Background: an optimization exercise with open tools, aiming at small area. Do not read the settings as production practice. Only simulation tests tie the RTL to the original design; equivalence was not proved.

Design topModule, start of the top module:
module topModule(
    input         topCLK,
    input         rst,
    input         switch0,
    input         buttonUp,
    input         buttonDown,
    output        LED_Red,
    output        LED_Red2,
    output        LED_Blue,
    output        LED_Blue2,
    input         Temperature_SDA_in,
    output        Temperature_SDA_out,
    output        Temperature_SDA_oe,
    output        Temperature_SCL,
    output [6:0]  SEG,
    output [7:0]  AN
    );
export LEC_CHECK = 0
export ABC_AREA = 1
export CAP_MARGIN = 20
export CORE_MARGIN = 2
export CORE_UTILIZATION = 40
export CTS_BUF_LIST = sky130_fd_sc_hd__clkbuf_4 sky130_fd_sc_hd__clkbuf_8
export CTS_CLUSTER_DIAMETER = 100
export CTS_CLUSTER_SIZE = 30
export SLEW_MARGIN = 20
create_clock -name core_clock -period 20.0 [get_ports {topCLK}]
standard.sh (not shown) runs the stock make flow with config.mk's settings and CLKGATE_MAP_FILE= SYNTH_SCRIPT=/design/flow/synth_recipe.tcl, a recipe that flattens the netlist after the stock synthesis.
==> flow/flow/run.sh <==
#!/bin/bash
# Standard synthesis, then the combinational logic re-mapped with a stronger
# ABC script (flip-flops untouched), then the standard layout from there.
set -euo pipefail
W=$(pwd)
R=$W/orfs/results/$FLOW_PLATFORM/topModule/base
LIB=$FLOW_HOME/platforms/$FLOW_PLATFORM/lib/sky130_fd_sc_hd__tt_025C_1v80.lib
YOSYS=$(command -v yosys || echo /OpenROAD-flow-scripts/tools/install/yosys/bin/yosys)

bash standard.sh "$R/1_2_yosys.v" > "$W/std_synth.log" 2>&1
cp "$R/1_2_yosys.v" "$W/std_1_2_yosys.v"

sed -e "s#@LIB@#$LIB#g" -e "s#@IN@#$W/std_1_2_yosys.v#" -e "s#@TOP@#$FLOW_TOP#" \
    -e "s#@ABC@#$W/flow/deepsyn.abc#" -e "s#@STAT0@#$W/reopt_stat_in.txt#" \
    -e "s#@STAT@#$W/reopt_stat.txt#" -e "s#@OUT@#$W/reopt.v#" \
    "$W/flow/reopt.ys" > "$W/reopt_run.ys"
"$YOSYS" -l "$W/reopt.log" -q "$W/reopt_run.ys" > /dev/null 2>&1
cp "$W/reopt.v" "$R/1_2_yosys.v"
touch "$R/1_2_yosys.sdc"

bash standard.sh "BUFFER_PORTS_ARGS=-buffer_cell sky130_fd_sc_hd__buf_1" finish > "$W/std_layout.log" 2>&1
==> flow/flow/deepsyn.abc <==
strash
&get -n
&deepsyn -T 60
&put
dch -f
amap
topo
==> flow/flow/reopt.ys <==
# Re-map the combinational logic of the standard synthesis netlist with a
# stronger ABC script. Flip-flops stay as they are (same instances, names
# and cell types); only the gates between them are rebuilt.
read_liberty -ignore_miss_func @LIB@
blackbox *__df* *__edf* *__sdf* *__sedf* *__dl*
read_verilog -defer @IN@
hierarchy -top @TOP@
flatten
opt_clean
tee -o @STAT0@ stat
abc -liberty @LIB@ -script @ABC@ -dont_use *lpflow* -dont_use *probe*
opt_clean -purge
hilomap -singleton -hicell sky130_fd_sc_hd__conb_1 HI -locell sky130_fd_sc_hd__conb_1 LO
splitnets
opt_clean -purge
rename -hide w:*$func$*
tee -o @STAT@ stat -liberty @LIB@
write_verilog -noattr -nohex -nodec @OUT@
Rerun with:
==> flow/run.sh (new file) <==
#!/bin/bash
# synth_recipe.tcl (not shown) runs the flow's synth.tcl, then flattens the netlist and writes it again
# the make line also repeats each setting of config.mk as NAME=value (left out here)
make -C /OpenROAD-flow-scripts/flow DESIGN_CONFIG=/design/flow/config.mk WORK_HOME=/design/flow/orfs CLKGATE_MAP_FILE= SYNTH_SCRIPT=/design/flow/synth_recipe.tcl finish
--- a/flow/config.mk
+++ b/flow/config.mk
@@ -11,5 +11,2 @@
 export CORE_UTILIZATION = 40
-export CTS_BUF_LIST = sky130_fd_sc_hd__clkbuf_4 sky130_fd_sc_hd__clkbuf_8
-export CTS_CLUSTER_DIAMETER = 100
-export CTS_CLUSTER_SIZE = 30
 export SLEW_MARGIN = 20
removed: flow/flow/run.sh
removed: flow/flow/deepsyn.abc
removed: flow/flow/reopt.ys
removed: flow/standard.sh
Outcome: The changed run finished with timing, DRC and antenna clean. Final cell count climbs by about 70%. Hold slack barely changes. Via count climbs by 50%. Clock-buffer cell count is unchanged. Global-route usage drops by 1.6 points.

[separate check: timing with driven ports]
How much do the figures lean on ideal ports? The routed layouts below were timed once more, with nothing changed but the port constraints. Step 1: set_driving_cell puts a clkbuf_16 on topCLK and a buf_2 on each other input, an assumption about the parent block. Step 2 adds t to the input delays and takes it off the output delays; t is the mean of the earliest and latest rising clock arrival at the registers after step 1. Input paths then give back, and output paths get back, about the clock's delay inside the block. Three values: no drivers, after step 1, after step 2; two values: the first two.
run | t, ns | slack for setup (ns) | worst setup path at the end | worst slew at a driven data input, ns
the first run | 0.376 | 6.928 / 6.906 / 6.906 | input to output | 0.03
the second run | 0.362 | 4.849 / 4.804 / 4.804 | input to output | 0.05
After both steps every run listed still meets setup and hold. For the second run, which loses most, drivers alone change the setup slack by -0.045 ns; drivers and shift together by -0.045 ns.
